What follows belongs to an exercise in optimizing a design on an open flow for small area; a production flow would make more cautious choices. At most, simulation tests tie the RTL to the original design; equivalence was not proved. Power and IR drop assume default switching activity.

## build 20
// AVS
module AVS(
	clk,
	rst,
	rx,
	led_data,
	servo_out,
	hexout0,
	hexout1,
	hexout2,
	hexout3,
	knight
	);
Size: ~55 I/O pins, about 6500 um2 of cells after synthesis.
Settings: LEC_CHECK=0, CAP_MARGIN=20, CORE_MARGIN=2, CORE_UTILIZATION=60, PLACE_DENSITY=0.75, SLEW_MARGIN=20; clock period 20.0 ns.
standard.sh (not shown) runs the stock make flow with config.mk's settings and CLKGATE_MAP_FILE= SYNTH_SCRIPT=/design/flow/synth_recipe.tcl, a recipe that flattens the netlist after the stock synthesis.
==> flow/flow/run.sh <==
#!/bin/bash
# Standard ORFS layout, with an area-oriented re-mapping of the logic after
# floorplan, a leaner clock tree (no dummy loads, clkbuf_4 below a clkbuf_8 root) and the
# smallest buffer on the ports. standard.sh's output goes to standard.log.
set -euo pipefail
cd "$(dirname "$0")/.."
export POST_FLOORPLAN_TCL="$PWD/flow/restructure.tcl"
export CTS_ARGS="-sink_clustering_enable -repair_clock_nets -dont_use_dummy_load -buf_list sky130_fd_sc_hd__clkbuf_4 -root_buf sky130_fd_sc_hd__clkbuf_8"
export BUFFER_PORTS_ARGS="-buffer_cell sky130_fd_sc_hd__buf_1"
bash standard.sh > standard.log 2>&1
==> flow/flow/restructure.tcl <==
# Area-oriented re-mapping of the combinational logic (registers untouched),
# run at the end of floorplan, before placement. ABC maps onto a copy of the
# library without the platform's don't-use cells.
set wd $::env(OBJECTS_DIR)/restructure
file mkdir $wd
set lib $wd/mapping.lib
set in [open [lindex $::env(LIB_FILES) 0] r]
set out [open $lib w]
set skip 0
set depth 0
while {[gets $in line] >= 0} {
  if {!$skip && [regexp {^\s*cell\s*\(\s*"?([^")]+)"?\s*\)} $line -> name]} {
    foreach pat $::env(DONT_USE_CELLS) {
      if {[string match $pat $name]} { set skip 1; set depth 0; break }
    }
  }
  if {$skip} {
    incr depth [expr {[regexp -all {\{} $line] - [regexp -all {\}} $line]}]
    if {$depth <= 0 && [regexp {\}} $line]} { set skip 0 }
    continue
  }
  puts $out $line
}
close $in
close $out

report_design_area
for {set i 0} {$i < 2} {incr i} {
  restructure -liberty_file $lib -target area \
    -tielo_port sky130_fd_sc_hd__conb_1/LO -tiehi_port sky130_fd_sc_hd__conb_1/HI \
    -work_dir $wd
  # give this pass's tie cells names the next pass will not reuse
  foreach inst [[ord::get_db_block] getInsts] {
    if {[string match rmp_const_* [$inst getName]]} { $inst rename "tie${i}_[$inst getName]" }
  }
  report_design_area
}
# remove cells (tie cells included) left driving nothing
set removed 1
while {$removed} {
  set removed 0
  foreach inst [[ord::get_db_block] getInsts] {
    set m [$inst getMaster]
    if {[$m isSequential] || [$m getType] ne "CORE"} continue
    set used 0
    set outs {}
    foreach it [$inst getITerms] {
      if {![$it isOutputSignal]} continue
      set n [$it getNet]
      if {$n eq "NULL"} continue
      lappend outs $n
      if {[llength [$n getITerms]] > 1 || [llength [$n getBTerms]] > 0} { set used 1 }
    }
    if {!$used} {
      odb::dbInst_destroy $inst
      foreach n $outs { odb::dbNet_destroy $n }
      incr removed
    }
  }
}
report_design_area
# every net with a load must still have a driver
foreach net [[ord::get_db_block] getNets] {
  if {[$net getSigType] ne "SIGNAL"} continue
  set drv 0; set ld 0
  foreach it [$net getITerms] { if {[$it isOutputSignal]} { incr drv } else { incr ld } }
  foreach bt [$net getBTerms] { if {[$bt getIoType] eq "INPUT"} { incr drv } else { incr ld } }
  if {$ld > 0 && $drv == 0} { error "restructure left net [$net getName] without a driver" }
}
Input changes introduced in build 74 (baseline for comparison: build 20):
Settings: changing PLACE_DENSITY from 0.75 to 0.6; changing CORE_UTILIZATION from 60 to 40.
Notes after the runs:
- | power drawn by the clock network | build 20 vs build 74 | ≈ equal |
- When build 74 is set beside build 20, its number of tap cells inserted turns out to be 80 larger.
- Looking at setup slack, build 74 sits below build 20.
- Delta (build 74 minus build 20): met1 track demand over resource decreased by 7.9 points relative to the old numbers, endpoint arrival time on the critical path rose 0.04 ns.
- Comparing build 74 and build 20, the lower total routing usage reported by global routing was measured on build 74.
- Build 20: PASS, flow complete, no timing, DRC or antenna violations
- Per the final summary, build 74 finished and its layout is clean on timing, DRC and antenna.
- In terms of final worst hold slack, build 74 and build 20 differ only marginally.
- Cmp build 74 and build 20 / finished layout cell area / higher: build 74
The inputs of build 23 differ from those of build 74 as listed below.
-- flow/flow/run.sh --
<<< build 74, line 3
# floorplan, a leaner clock tree (no dummy loads, clkbuf_4 below a clkbuf_8 root) and the
>>> build 23, line 3
# floorplan, a leaner clock tree (no dummy loads, clkbuf_8 only) and the
<<< build 74, line 8
export CTS_ARGS="-sink_clustering_enable -repair_clock_nets -dont_use_dummy_load -buf_list sky130_fd_sc_hd__clkbuf_4 -root_buf sky130_fd_sc_hd__clkbuf_8"
>>> build 23, line 8
export CTS_ARGS="-sink_clustering_enable -repair_clock_nets -dont_use_dummy_load -buf_list sky130_fd_sc_hd__clkbuf_8"
-- flow/flow/restructure.tcl --
<<< build 74, line 38
# remove cells (tie cells included) left driving nothing
set removed 1
while {$removed} {
  set removed 0
  foreach inst [[ord::get_db_block] getInsts] {
    set m [$inst getMaster]
    if {[$m isSequential] || [$m getType] ne "CORE"} continue
    set used 0
    set outs {}
    foreach it [$inst getITerms] {
      if {![$it isOutputSignal]} continue
      set n [$it getNet]
      if {$n eq "NULL"} continue
      lappend outs $n
      if {[llength [$n getITerms]] > 1 || [llength [$n getBTerms]] > 0} { set used 1 }
    }
    if {!$used} {
      odb::dbInst_destroy $inst
      foreach n $outs { odb::dbNet_destroy $n }
      incr removed
    }
  }
}
report_design_area
>>> build 23, line 38
## What came out
- Build 23 finished end to end and its layout was clean on timing, DRC and antenna.
- On sum of negative setup slack, build 74 and build 23 are neck and neck.
- Time the worst path needs with I/O delays and setup for build 23: 0.15 ns up relative to build 74
- Sequential power delta (build 74 -> build 23): insignificant
- Relative to build 74, proportion of cell area spent on the clock network increased by 1.5 points in build 23.
- Amount of wire on met2 after detailed routing | build 23 below build 74
- Summary — placer's final routability congestion estimate, build 23 relative to build 74: higher, by 3.7%.
- Side by side, fraction of met3 tracks used by global routing turned out higher in build 23 than in build 74.
- Diff build 23..build 74 | remaining global-route overflow | unchanged
- Build 23: count of multi-input combinational gates 1.2% above build 74

========
The RTL this note starts from:
==> flow/design.v <==
module AVS(
	clk,
	rst,
	rx,
	led_data,
	servo_out,
	hexout0,
	hexout1,
	hexout2,
	hexout3,
	knight
	);
	input clk;
	input rst;
	input rx;
	output reg	[7:0] led_data;
	output		[5:0] servo_out;
	output		[6:0] hexout0;
	output		[6:0] hexout1;
	output		[6:0] hexout2;
	output		[6:0] hexout3;
	output		[9:0] knight;
	localparam R_IDLE = 2'd0, R_HALF = 2'd1, R_FULL = 2'd2, R_HIGH = 2'd3;
	reg		rx_q;
	reg [1:0]	rs;
	reg [8:0]	ctr;
	reg [2:0]	bit_ctr;
	reg [7:0]	rx_data;
	localparam [8:0] C0 = 9'h00c, C216 = 9'h0d0, C433 = 9'h10f, CMASK = 9'h0f7;
	wire ctr_end = (ctr & CMASK) == (C433 & CMASK);
	wire [8:0] ctr_nx = {ctr[7:0], ~(ctr[8] ^ ctr[4])};
	wire new_data = (rs == R_HIGH) & ~ctr[0];
	always @(posedge clk) begin
		if (rst) begin
			rx_q <= 1'b1;
			rs <= R_IDLE;
		end else begin
			rx_q <= rx;
			case (rs)
			R_IDLE: if (!rx_q) rs <= R_HALF;
			R_HALF: if (ctr_end) rs <= R_FULL;
			R_FULL: if (ctr_end && bit_ctr == 3'd7) rs <= R_HIGH;
			R_HIGH: if (rx_q) rs <= R_IDLE;
			endcase
		end
		case (rs)
		R_IDLE: begin
			ctr <= C216;
			bit_ctr <= 3'd0;
		end
		R_HIGH: ctr <= 9'd1;
		default: begin
			ctr <= ctr_end ? C0 : ctr_nx;
			if (rs == R_FULL && ctr_end) begin
				bit_ctr <= bit_ctr + 3'd1;
				rx_data <= {rx_q, rx_data[7:1]};
			end
		end
		endcase
	end
	localparam IDLE = 2'd0, SORT = 2'd1, RUN = 2'd2, SVRD = 2'd3;
	reg [1:0]	state;
	reg		en;
	reg [3:0]	ph [0:5];	 
	reg [5:0]	ps;		 
	wire [3:0] dh = rx_data[7:4];
	wire [3:0] dl = rx_data[3:0];
	wire hi_0 = dh == 4'h0, hi_8 = dh == 4'h8, hi_F = dh == 4'hF;
	wire lo_0 = dl == 4'h0, lo_8 = dl == 4'h8, lo_F = dl == 4'hF;
	wire is_AA = rx_data == 8'hAA;
	wire is_BB = rx_data == 8'hBB;
	wire is_99 = rx_data == 8'h99;
	wire is_FF = hi_F & lo_F;
	wire is_1F = dh == 4'h1 && lo_F;
	wire is_F1 = hi_F && dl == 4'h1;
	wire run_cmd = (hi_0 | hi_8 | hi_F) & (lo_0 | lo_8 | lo_F);
	wire sv_act = ~dh[3] & ~(dh[2] & dh[1] & dh[0]) | (dh == 4'hE);
	integer i;
	always @(posedge clk) begin
		if (rst) begin
			state <= IDLE;
			led_data <= 8'h00;
			en <= 1'b0;
			for (i = 0; i < 6; i = i + 1)
				ph[i] <= 4'h8;
			ps <= 6'b111111;
		end else begin
			en <= state == RUN;
			case (state)
			IDLE: if (new_data) begin
				led_data <= rx_data;
				if (is_AA) begin
					ph[1] <= 4'h8; ps[1] <= 1'b1;
					ph[2] <= 4'h8; ps[2] <= 1'b1;
					state <= SORT;
				end else if (is_BB) begin
					ph[0] <= 4'h8; ps[0] <= 1'b1;
					state <= RUN;
				end else
					state <= SVRD;
			end
			SORT: if (new_data) begin
				led_data <= rx_data;
				ph[1] <= 4'h8; ps[1] <= 1'b1;
				ph[2] <= 4'h8; ps[2] <= 1'b1;
				if (is_1F) begin
					ph[0] <= 4'h4; ps[0] <= 1'b0;
				end else if (is_F1) begin
					ph[0] <= 4'hC; ps[0] <= 1'b0;
				end else if (is_BB)
					state <= RUN;
				else begin
					ph[0] <= 4'h8; ps[0] <= 1'b1;
					if (is_FF)
						state <= IDLE;
				end
			end
			RUN: if (new_data) begin
				led_data <= rx_data;
				ph[0] <= 4'h8; ps[0] <= 1'b1;
				ps[1] <= 1'b1;
				ps[2] <= 1'b1;
				if (run_cmd) begin
					ph[1] <= dh;
					ph[2] <= lo_8 ? 4'h8 : ~dl;
				end else begin
					ph[1] <= 4'h8;
					ph[2] <= 4'h8;
				end
				if (is_99)
					state <= IDLE;
			end
			SVRD: if (sv_act) begin
				state <= IDLE;
				for (i = 0; i < 6; i = i + 1)
					if (dh == i + 1 || dh == 4'h0 || dh == 4'hE) begin
						ph[i] <= (dh == 4'h0) ? 4'h0 :
						         (dh == 4'hE) ? 4'hF : dl;
						ps[i] <= dh == 4'hE;
					end
			end
			endcase
		end
	end
	reg [8:0]	pre;
	reg [11:0]	fc;
	reg [3:0]	lh [0:5];	 
	reg [5:0]	ls;
	localparam [8:0] P0 = 9'h004, P389 = 9'h0e3, PMASK = 9'h1bb;
	wire tick = (pre & PMASK) == (P389 & PMASK);
	wire [8:0] pre_nx = {pre[7:0], ~(pre[8] ^ pre[4])};
	wire fc_end = fc[11] & fc[9] & fc[7] & fc[6] & fc[4] & fc[1];	 
	wire fc_start = fc == 12'd206;
	wire below = fc[11:8] == 4'd0;
	wire window = fc[11:8] == 4'd1;
	wire [3:0] qh = fc[7:4];
	wire [3:0] ql = fc[3:0];
	always @(posedge clk) begin
		if (rst) begin
			pre <= P389;
			fc <= 12'd2770;
		end else begin
			pre <= tick ? P0 : pre_nx;
			fc <= (tick & fc_end) ? 12'd206 : fc + {11'd0, tick};
		end
		if (fc_start && !tick)
			for (i = 0; i < 6; i = i + 1) begin
				lh[i] <= ph[i];
				ls[i] <= ps[i];
			end
	end
	genvar g;
	generate for (g = 0; g < 6; g = g + 1) begin : sv
		wire lo_lt = ls[g] & lh[g][3] & (~ql[3] | (lh[g][0] & ~(&ql[2:0])));
		wire [3:0] a = qh, b = lh[g];
		wire lt = ~a[3] & b[3] | (~a[3] | b[3]) & (
		          ~a[2] & b[2] | (~a[2] | b[2]) & (
		          ~a[1] & b[1] | (~a[1] | b[1]) & (
		          ~a[0] & b[0] | (~a[0] | b[0]) & lo_lt)));
		assign servo_out[g] = below | window & lt;
	end endgenerate
	reg [6:0] hexdisp;
	always @(*)
		case (state)
		IDLE: hexdisp = 7'b1001111;
		SORT: hexdisp = 7'b0000110;
		RUN:  hexdisp = 7'b0010010;
		default: hexdisp = 7'b1001100;
		endcase
	assign hexout0 = hexdisp;
	assign hexout1 = hexdisp;
	assign hexout2 = hexdisp;
	assign hexout3 = hexdisp;
	reg [22:0]	kcount;
	reg [3:0]	pos;
	wire k_end = kcount[22] & kcount[19] & kcount[18] & kcount[14] &
	             kcount[11] & kcount[9] & kcount[8] & kcount[6];
	always @(posedge clk)
		if (rst) begin
			kcount <= 23'd0;
			pos <= 4'd8;
		end else begin
			kcount <= (en & k_end) ? 23'd0 : kcount + {22'd0, en};
			pos <= pos + {3'd0, en & k_end};
		end
	wire [3:0] j = pos[3] ? (5'd16 - {1'b0, pos}) : pos;
	genvar b;
	generate for (b = 0; b < 10; b = b + 1) begin : kl
		assign knight[b] = (j == b) | (j == b - 1);
	end endgenerate
endmodule
make LEC_CHECK=0 CAP_MARGIN=20 CORE_MARGIN=2 CORE_UTILIZATION=40 CTS_BUF_LIST=sky130_fd_sc_hd__clkbuf_8 CTS_CLUSTER_DIAMETER=200 CTS_CLUSTER_SIZE=50 PLACE_DENSITY=0.6 SLEW_MARGIN=20 finish   # period 20.0 ns
run.sh (not shown) runs the stock make flow with config.mk's settings and CLKGATE_MAP_FILE= SYNTH_SCRIPT=/design/flow/synth_recipe.tcl, a recipe that flattens the netlist after the stock synthesis.
Stock flow here: none of the scripts above is used.
Next try:
CTS_BUF_LIST = sky130_fd_sc_hd__clkbuf_4 sky130_fd_sc_hd__clkbuf_8   (was sky130_fd_sc_hd__clkbuf_8)
CTS_CLUSTER_DIAMETER = unset   (was 200)
CTS_CLUSTER_SIZE = unset   (was 50)
Effect: Total power came out higher by about 0.54%; global-route usage barely changes; final area stays flat; utilization hardly moves; worst setup slack loses 0.0034 ns; combinational power is about the same.
Next try:
CTS_BUF_LIST = sky130_fd_sc_hd__clkbuf_8   (was sky130_fd_sc_hd__clkbuf_4 sky130_fd_sc_hd__clkbuf_8)
CTS_CLUSTER_SIZE = 30   (was unset)
Outcome: First-iteration DRC count shrinks by 9.2%. Register-to-register slack stays flat. Non-clock buffer count is unchanged. Setup slack gains 0.0034 ns. Sequential share of layout area barely changes. Worst hold slack barely changes. Wire length hardly moves. Total power fell by 0.54%. Global-route usage hardly moves. Synthesized cell count is unchanged.
Next try:
CTS_BUF_LIST = sky130_fd_sc_hd__clkbuf_16   (was sky130_fd_sc_hd__clkbuf_8)
CTS_CLUSTER_DIAMETER = 300   (was unset)
CTS_CLUSTER_SIZE = 80   (was 30)
Combinational power is about the same.
Design area rises by 2.0%.
Non-clock buffer count is unchanged.
First-iteration DRC count rose by about 14%.
Cell count stays the same.
Area after synthesis stays the same.
Global-route usage increases by 0.35 points.
Setup slack improved by 0.0088 ns.
Core utilization climbs by 0.91 points.
Function was not checked in any run of this note: the RTL went through the layout flow alone.

[port drivers added, routing unchanged]
Ports are ideal in the flow. The routed layouts listed here were re-timed in OpenROAD. Step 1 (the two cells are an assumption about what drives the block):
set clk [get_ports {clk}]
set_driving_cell -lib_cell sky130_fd_sc_hd__clkbuf_16 $clk
set_driving_cell -lib_cell sky130_fd_sc_hd__buf_2 [delete_from_list [all_inputs] $clk]
Step 2 also shifts input and output timing later by t, the mid clock arrival at the registers, as if the neighbouring blocks saw the same clock. Three values: no drivers, after step 1, after step 2; two values: the first two.
| run | t (ns) | setup WS [ns] | hold slack, ns | clock arrival spread, ns | worst slew at a driven data input, ns |
|---|---|---|---|---|---|
| build 20 | 0.424 | 13.214 / 13.179 / 13.604 | 0.424 / 0.424 / 0.424 | 0.040 / 0.041 | 0.03 |
| build 74 | 0.422 | 13.165 / 13.132 / 13.554 | 0.422 / 0.422 / 0.422 | 0.031 / 0.031 | 0.03 |
| build 23 | 0.449 | 13.015 / 12.981 / 13.430 | 0.422 / 0.422 / 0.422 | 0.017 / 0.017 | 0.04 |
| the first run of note 2 | 0.476 | 13.294 / 13.253 / 13.729 | 0.428 / 0.428 / 0.428 | 0.016 / 0.016 | 0.03 |
| the second run of note 2 | 0.477 | 13.291 / 13.250 / 13.726 | 0.427 / 0.427 / 0.427 | 0.017 / 0.017 | 0.03 |
| the third run of note 2 | 0.476 | 13.294 / 13.253 / 13.729 | 0.428 / 0.428 / 0.428 | 0.016 / 0.016 | 0.03 |
| the fourth run of note 2 | 0.465 | 13.303 / 13.257 / 13.722 | 0.424 / 0.424 / 0.424 | 0.008 / 0.009 | 0.03 |
After both steps setup and hold are still met in every run listed.
